Background: an optimization exercise with open tools, aiming at small area and a short achievable clock period. Do not read the settings as production practice.
The RTL of this run was laid out without a check of its function.
Power figures rest on the tool's default switching activity, not on a simulated workload.

### design/flow/design.v
module M216A_TopModule(
    input  wire       clk_i,
    input  wire       rst_i,
    input  wire [4:0] width_i,
    input  wire [4:0] height_i,
    output wire [7:0] index_x_o,
    output wire [7:0] index_y_o,
    output wire [3:0] strike_o
);
    wire [4:0] h = height_i;
    reg s10, s4, s3, s9, s13, s8, s78, s5, s6, s7;
    reg ab0, ab1, ab2;    
    wire idle = ~|h[4:2];
    always @(posedge clk_i) begin
        ab0 <= idle || h == 5'd5 || h == 5'd10;
        ab1 <= idle || h == 5'd6 || h == 5'd11 || h == 5'd12;
        ab2 <= idle || h == 5'd4 || h == 5'd9 || h == 5'd12;
        s10 <= h == 5'd4;
        s4  <= h == 5'd6 || h == 5'd7;
        s3  <= h == 5'd8 || h == 5'd9;
        s9  <= h == 5'd11 || h == 5'd12;
        s13 <= h >= 5'd13;
        s8  <= h == 5'd4 || h == 5'd5;
        s78 <= h == 5'd7 || h == 5'd8;
        s5  <= h == 5'd9 || h == 5'd10;
        s6  <= h == 5'd5 || h == 5'd6;
        s7  <= h == 5'd10 || h == 5'd11;
    end
    wire [4:0] w = width_i;
    wire valid = ~(ab0 & ab1 & ab2);
    reg       started;
    reg [1:0] p;
    always @(posedge clk_i) begin
        if (rst_i) begin
            started <= 1'b0;
            p <= 2'd0;
        end else begin
            if (valid) started <= 1'b1;
            if (valid | started) p <= p + 2'd1;
        end
    end
    wire clr = ~started;
    wire lo_ph = ~p[0];    
    reg  [39:1] RH, RT;
    reg  [13:1] L3;
    wire [3:0] T1  = {L3[1],  RT[3:1]},   T2  = {L3[2],  RT[6:4]};
    wire [3:0] T3  = {L3[3],  RT[9:7]},   T4  = {L3[4],  RT[12:10]};
    wire [3:0] T5  = {L3[5],  RT[15:13]}, T6  = {L3[6],  RT[18:16]};
    wire [3:0] T7  = {L3[7],  RT[21:19]}, T8  = {L3[8],  RT[24:22]};
    wire [3:0] T9  = {L3[9],  RT[27:25]}, T10 = {L3[10], RT[30:28]};
    wire [3:0] T11 = {L3[11], RT[33:31]}, T12 = {L3[12], RT[36:34]};
    wire [3:0] T13 = {L3[13], RT[39:37]};
    wire [3:0] P0 = {4{s10}} & T10 | {4{s4}} & T4 | {4{s3}} & T3 | {4{s9}} & T9
                  | {4{s13}} & T13;
    wire [3:0] P1 = {4{s8}} & T8 | {4{s78}} & T1 | {4{s5}} & T5 | {4{s13}} & T12;
    wire [3:0] P2 = {4{s6}} & T6 | {4{s78}} & T2 | {4{s7}} & T7 | {4{s13}} & T11;
    wire [3:0] A0 = {P0[3] & lo_ph, P0[2:0]} | {4{ab0}};
    wire [3:0] A1 = {P1[3] & lo_ph, P1[2:0]} | {4{ab1}};
    wire [3:0] A2 = {P2[3] & lo_ph, P2[2:0]} | {4{ab2}};
    wire p01 = ~(s78 & s3);
    wire p02 = ~(s78 & s3 | s4 & s6 | s9 & s7);
    function cmp4;
        input [3:0] a, b;
        input c;
        integer i;
        reg r;
        begin
            r = c;
            for (i = 0; i < 4; i = i + 1)
                r = (~a[i] & b[i]) | (~a[i] & r) | (b[i] & r);
            cmp4 = r;
        end
    endfunction
    wire [3:0] kn = p[0] ? {3'b011, ~w[4]} : ~w[3:0];
    reg le01, le02, le12, f0, f1, f2, z0, z1, z2;
    always @(posedge clk_i) begin
        le01 <= cmp4(A0, A1, p[0] ? le01 : p01);
        le02 <= cmp4(A0, A2, p[0] ? le02 : p02);
        le12 <= cmp4(A1, A2, ~p[0] | le12);
        f0   <= cmp4(A0, kn, ~p[0] | f0);
        f1   <= cmp4(A1, kn, ~p[0] | f1);
        f2   <= cmp4(A2, kn, ~p[0] | f2);
        z0   <= ~|A0 & (~p[0] | z0);
        z1   <= ~|A1 & (~p[0] | z1);
        z2   <= ~|A2 & (~p[0] | z2);
    end
    wire win0 = le01 & le02;
    wire win1 = ~le01 & le12;
    wire win2 = ~win0 & ~win1;
    wire fit = win0 & f0 | win1 & f1 | win2 & f2;
    reg wr0, wr1, wr2;
    always @(posedge clk_i) begin
        wr0 <= win0;
        wr1 <= win1;
        wr2 <= win2;
    end
    wire sel0 = p[0] ? wr0 : win0;    
    wire sel1 = p[0] ? wr1 : win1;
    wire sel2 = p[0] ? wr2 : win2;
    wire [3:0] Tsel = {4{sel0}} & A0 | {4{sel1}} & A1 | {4{sel2}} & A2;
    wire [3:0] cid = {4{win0 & s10}} & 4'd10 | {4{win0 & s4}} & 4'd4 | {4{win0 & s3}} & 4'd3
                   | {4{win0 & s9}} & 4'd9 | {4{win0 & s13}} & 4'd13
                   | {4{win1 & s8}} & 4'd8 | {4{win1 & s78}} & 4'd1 | {4{win1 & s5}} & 4'd5
                   | {4{win1 & s13}} & 4'd12
                   | {4{win2 & s6}} & 4'd6 | {4{win2 & s78}} & 4'd2 | {4{win2 & s7}} & 4'd7
                   | {4{win2 & s13}} & 4'd11;
    reg [3:0] wm;    
    reg [6:0] xq;
    reg emp, inc;
    always @(posedge clk_i) begin
        wm <= width_i[3:0] - 4'd1;
        if (p == 2'd2) begin
            xq[3:0] <= Tsel;
            emp <= win0 & z0 | win1 & z1 | win2 & z2;
        end
        if (p == 2'd3) xq[6:4] <= Tsel[2:0];
    end
    wire [4:0] lsum = xq[3:0] + wm + {3'b0, ~emp};
    always @(posedge clk_i) inc <= lsum[4];
    wire [2:0] hsum = xq[6:4] + {2'b0, inc};
    wire [3:0] sum = p[0] ? lsum[3:0] : {1'b0, hsum};    
    reg [3:0] code;
    always @(posedge clk_i) begin
        if (rst_i)
            code <= 4'd0;
        else if (p == 2'd2)
            code <= ~valid ? 4'd0 : (fit ? cid : 4'd15);
    end
    wire wph = p[0] ~^ p[1];    
    wire [3:0] wdat = sum & {4{~clr}};
    wire lo_wr = clr | p[0];    
    reg  [13:1] wen;
    integer s;
    always @(*) begin
        for (s = 1; s <= 13; s = s + 1)
            wen[s] = clr | (wph & (code == s));
    end
    always @(posedge clk_i) begin
        for (s = 1; s <= 13; s = s + 1) begin
            RH[3*s -: 3] <= RT[3*s -: 3];
            RT[3*s -: 3] <= wen[s] ? wdat[2:0] : RH[3*s -: 3];
            if (wen[s] & lo_wr) L3[s] <= wdat[3];
        end
    end
    reg [7:0] ytab;
    always @(*) begin
        case (code)
            4'd1:  ytab = 8'd0;
            4'd2:  ytab = 8'd8;
            4'd3:  ytab = 8'd16;
            4'd4:  ytab = 8'd25;
            4'd5:  ytab = 8'd32;
            4'd6:  ytab = 8'd42;
            4'd7:  ytab = 8'd48;
            4'd8:  ytab = 8'd59;
            4'd9:  ytab = 8'd64;
            4'd10: ytab = 8'd76;
            4'd11: ytab = 8'd80;
            4'd12: ytab = 8'd96;
            4'd13: ytab = 8'd112;
            default: ytab = 8'd128;
        endcase
    end
    wire ld = (p == 2'd2) & (code != 4'd0);
    wire strike = code == 4'd15;
    wire [6:0] xw = emp ? 7'd0 : xq + 7'd1;
    reg [6:0] xo, yo;
    reg       xy7;
    reg [3:0] so;
    always @(posedge clk_i) begin
        if (rst_i) begin
            xo  <= 7'd0;
            yo  <= 7'd0;
            xy7 <= 1'b0;
            so  <= 4'd0;
        end else if (ld) begin
            xo  <= strike ? 7'd0 : xw;
            yo  <= ytab[6:0];
            xy7 <= strike;
            if (strike) so <= so + 4'd1;
        end
    end
    assign index_x_o = {xy7, xo};
    assign index_y_o = {xy7, yo};
    assign strike_o  = so;
endmodule
### design/flow/flow/run.sh
#!/bin/bash
# Standard layout with two changes: the port buffers are buf_2 cells, and
# synthesis maps the logic with flow/abc.script instead of ORFS's
# abc_speed.script (same synthesis otherwise, so the registers are the
# standard synthesis's).  Each step's output goes to its own log here.
set -e
rm -rf scripts_abc
cp -r "$FLOW_HOME/scripts" scripts_abc
cp flow/abc.script scripts_abc/abc_speed.script
export BUFFER_PORTS_ARGS="-buffer_cell sky130_fd_sc_hd__buf_1"
bash standard.sh SCRIPTS_DIR="$PWD/scripts_abc" CTS_ARGS='-sink_clustering_enable -repair_clock_nets -dont_use_dummy_load -buf_list {sky130_fd_sc_hd__clkbuf_4 sky130_fd_sc_hd__clkbuf_8}' finish > standard.log 2>&1
### design/flow/flow/abc.script
strash
&get -n
&fraig -x
&put
scorr
dc2
dretime
strash
&get -n
&dch -f
&nf
&put
### design/flow/standard.sh
#!/bin/bash
# synth_recipe.tcl (not shown) runs the flow's synth.tcl, then flattens the netlist and writes it again
# the make line also repeats each setting of config.mk as NAME=value (left out here)
make -C /OpenROAD-flow-scripts/flow DESIGN_CONFIG=/design/flow/config.mk WORK_HOME=/design/flow/orfs CLKGATE_MAP_FILE= SYNTH_SCRIPT=/design/flow/synth_recipe.tcl "${@:-finish}"
### design/flow/config.mk
export PLATFORM = sky130hd
export DESIGN_NAME = M216A_TopModule
export DESIGN_NICKNAME = M216A_TopModule
export VERILOG_FILES = /design/flow/design.v
export SDC_FILE = /design/flow/constraint.sdc
export NUM_CORES = 4
export LEC_CHECK = 0
export CAP_MARGIN = 20
export CORE_MARGIN = 2
export CORE_UTILIZATION = 40
export CTS_BUF_LIST = sky130_fd_sc_hd__clkbuf_4 sky130_fd_sc_hd__clkbuf_8
export GPL_TIMING_DRIVEN = 0
export SETUP_SLACK_MARGIN = 2.2
export SLEW_MARGIN = 20
export TNS_END_PERCENT = 5
### design/flow/constraint.sdc
create_clock -name core_clock -period 4.0 [get_ports {clk_i}]
set_input_delay 0.8000 -clock core_clock [delete_from_list [all_inputs] [get_ports {clk_i}]]
set_output_delay 0.8000 -clock core_clock [all_outputs]
set_load 0.01 [all_outputs]
==> run notes <==
-- sequential cells by signal, indices dropped and copies added, names as in the netlist, 2 cells and up --
| register | cells |
|---|---|
| RH | 39 |
| RT | 39 |
| L3 | 13 |
| xo | 7 |
| xq | 7 |
| yo | 7 |
| code | 4 |
| so | 4 |
| wm | 4 |
| p | 2 |
-- report_power, final --
part           internal, uW  leakage [uW]  total [uW]  switching [uW]
combinational           284       0.00114         689             406
clock                   374      0.000122         852             478
sequential             1810       0.00133        1950             134
-- worst reg2reg max path: stages, from the launching register on --
cell and delay (ps):
sky130_fd_sc_hd__edfxtp_1 430, sky130_fd_sc_hd__fa_2 390, sky130_fd_sc_hd__inv_2 70, sky130_fd_sc_hd__fa_2 450
sky130_fd_sc_hd__nor2_4 120, sky130_fd_sc_hd__a21oi_4 50, sky130_fd_sc_hd__buf_12 150, sky130_fd_sc_hd__a21oi_1 140
-- repair_timing --
item / in CTS / in global routing
resized for setup: 37 / 14
buffers inserted: 14 / 6
hold buffers: 0 / 0
setup endpoints to repair: 98 / 90
pin swaps: 13 / 10
gates cloned: 0 / 0
-- logic make-up (layout without fill, tap and decap cells) --
family          after synthesis  after routing  synth area share, %
fa+ha+maj                    17             17                 3.90
flops                       155            155                 57.3
simple gates                197            197                 15.5
xor+xnor                      7              7                 1.06
buf+inv                      16             85                 1.17
mux                           5              5                0.931
compound gates              176            176                 20.1
-- worst min path at each step --
stage                   start              to  slack, ps  depth (start not counted)
2_1_floorplan  RT[14]$_DFF_P_  RH[14]$_DFF_P_        330                          0
3_3_place_gp   RT[31]$_DFF_P_  RH[31]$_DFF_P_        340                          0
3_5_place_dp   RT[19]$_DFF_P_  RH[19]$_DFF_P_        340                          0
4_1_cts        RT[32]$_DFF_P_  RH[32]$_DFF_P_        340                          0
5_1_grt        RT[32]$_DFF_P_  RH[32]$_DFF_P_        350                          0
6_report       RT[32]$_DFF_P_  RH[32]$_DFF_P_        340                          0
-- layer usage --
layer / global-route usage (%) / vias up
li1: - / 2245
met1: 25.3 / 2171
met2: 32.5 / 153
met3: 5.04 / 27
met4: 8.01 / 0
met5: 0 / -
-- cell type report --
class | instances | area [um2]
inverters | 14 | 60.1
fillers | 1328 | 7210
flip-flops and latches | 155 | 3330
multi-input cells | 402 | 2600
clock buffers | 17 | 234
well taps | 180 | 225
repair buffers | 52 | 304
plain buffers | 2 | 15.0
-- metrics by stage --
| stage | worst slack (ps) | total power (uW) | hold WS [ps] |
|---|---|---|---|
| after detailed placement | 1390 | 2570 | 339 |
| after floorplan | 2010 | 2360 | 330 |
| after global placement | 1190 | 2540 | 336 |
| final | 2140 | 3490 | 339 |
| after global routing | 2050 | 3670 | 346 |
| after CTS | 2120 | 3480 | 340 |
-- synth_stat cells, drive strengths merged (3+ instances only) --
library cell,instances,share of area (%)
o21ai,22,1.9
xor2,5,0.76
a21oi,70,6.1
nor2b,19,2.1
and4,3,0.45
nand2b,5,0.54
a222oi,12,2.1
a22oi,20,2.6
or2,4,0.43
nor2,79,5.1
nand3,11,0.95
a31oi,4,0.43
clkinv,14,0.91
edfxtp,21,11
a2bb2oi,8,1.2
and3,7,0.76
nand2,48,3.1
a221oi,5,0.76
nor3,11,0.95
mux2,3,0.58
dfxtp,134,46
and2,5,0.54
ha,14,3.0
a21o,3,0.39
o22ai,6,0.65
a221o,3,0.52
==> flow_metrics.tcl <==
set metrics [dict create \
    run_status "finished clean" \
    drtPass1Iterations 5 \
    detail_route.wirelength.met1_um 6430 \
    setup_viol 0 \
    slew_headroom_pct 62.4 \
    numPortBuffers 31 \
    clk_path_buf_depth 2 \
    clock_tree.htree_level_count 4 \
    ff2ff_setup_slack_ps 2140 \
    cp_data_arrival_time_ps 2240 \
    placement.cell_area_um2 6190 \
    worstMarginPinSlew_ps 564 \
    final_max_slew_viol_count 0 \
    worst_path_dominant_cell_family "adder cells" \
    synth_seq_cells 155 \
    vias 4596 \
    syn-instance-count 573 \
    drt_first_iter_violations 416 \
    endpoints_failing_hold 0 \
    path_depth 7 \
    post_route_cells_drive_above_1_share_pct 13.2 \
    mostFrequentLayoutCell "sky130_fd_sc_hd__dfxtp_1" \
    grt.total_usage_pct 19.9 \
    grt_first_pass_wirelength_um 23000 \
    max_cap_viol 0 \
    route.detailed.drc 0 \
    top_level_ports 32 \
    final_min_period_over_clock_period_pct 46.6 \
    timing.critical_path.slowest_cell_delay_ps 450 \
    worstHoldPathType "reg2reg" \
    most-common-layout-cells "sky130_fd_sc_hd__dfxtp_1 (125), sky130_fd_sc_hd__nor2_1 (76), sky130_fd_sc_hd__a21oi_1 (65)" \
    r2r.worst_path.cells 7 \
    startpoint_type "register" \
    detailroute.wirelength.met3_um 814 \
    clk_sinks 155 \
    routed_wl_um 14400 \
    grt_antenna_before_repair 0 \
    synth_async_sr_flop_share_pct 0 \
    finalNonFillerCells 822 \
    die_area_um2 15400 \
    inst_count_dp 785 \
    synth_enable_flop_cells 21 \
    worstPathRequired_ps 4380 \
    layout.cell_area.non_filler_um2 6780 \
    worstSetupEndpointType "register" \
    crit_end "RT[2]$_DFF_P_" \
    clock_skew_ps 32.0 \
    grt_pass1_vias 4526 \
    timing.final.crit_period_ps 1860 \
    cellPowerDensity_nw_per_um2 515 \
    detail-route-antenna-nets 0 \
    maximum_resistive_drop_on_vdd_v 0.000229 \
    critical_path_class "reg2reg" \
    total_leakage_power_uw 0.00259 \
    final_net_count 672 \
    fmax_ghz 0.536 \
    yosysSeqAreaShare_pct 57.3 \
    worstPathBufferInverterCount 2 \
    antenna-diode-count 0 \
    rr_startpoint "xq[0]$_DFFE_PN_" \
    global_route_congestion_overflow_total 0 \
    cp_common_cell "sky130_fd_sc_hd__fa_2" \
    wl_met2_um 6790 \
    core_um2 14000 \
    synthesis_warning_total 1 \
    post_drt_via_cell_ratio 5.59 \
    sequence_of_cells_on_the_critical_path "fa_2 > inv_2 > fa_2 > nor2_4 > a21oi_4 > buf_12 > a21oi_1" \
    yosysUniqueCellTypes 51 \
    largest_net_degree_at_the_start_of_global_routing 27 \
    synthesis.nets 601 \
    avgRoutedWirePerCell_um 17.5 \
    start_point_of_the_critical_path "xq[0]$_DFFE_PN_" \
    totalNegativeSetupSlack_ps 0 \
    cts_made_buffers 17 \
    top_layer_used "met4" \
    syn-cell-area_um2 5780 \
    fp.dieW_um 124 \
    worstReg2RegEnd "RT[2]$_DFF_P_" \
    ys_dominant_reg_cell "sky130_fd_sc_hd__dfxtp_1" \
    syn_area_per_cell_um2 10.1 \
    worst_setup_hold_path_clk_slew_ps 70 \
    die_y_um 124 \
    place.gp.congestion 0.869 \
    syn2layout_area_growth_pct 17.3 \
    finalCoreUtilization_pct 48.4 \
    start_util_pct 41.3 \
    clk_latency_ps 460 \
    detailed_place_hpwl_um 10100 \
    fp-row-count 43 \
    critical_path.slowest_cell "sky130_fd_sc_hd__fa_2" \
    ctsRootBufferMaster "sky130_fd_sc_hd__clkbuf_8" \
    tritoncts_clock_tree "yes" \
    grt_setup_unrepaired "true" \
    worst-path-max-fanout 13 \
]

[separate check: timing with driven ports]
Ports are ideal in the flow. The routed layout listed here was re-timed in OpenROAD.
Step 1 assumes that a clkbuf_16 drives the clock port and a buf_2 every other input.
Step 2, shift: input delay + t, output delay - t, t = (earliest + latest rising clock arrival at the registers) / 2. This alone moves slack from input paths to output paths.
Slacks: no drivers / after step 1 / after step 2; pairs: no drivers / after step 1.
t (ns): 0.484
slack for setup (ns): 2.136 / 2.121 / 2.111
worst hold slack (ns): 0.339 / 0.339 / 0.339
clock arrival spread, ns: 0.032 / 0.032
slew at the worst register clock pin (ns): 0.09 / 0.09
After both steps setup and hold are still met in this run. For this run, drivers alone change the setup slack by -0.015 ns; drivers and shift together by -0.025 ns.
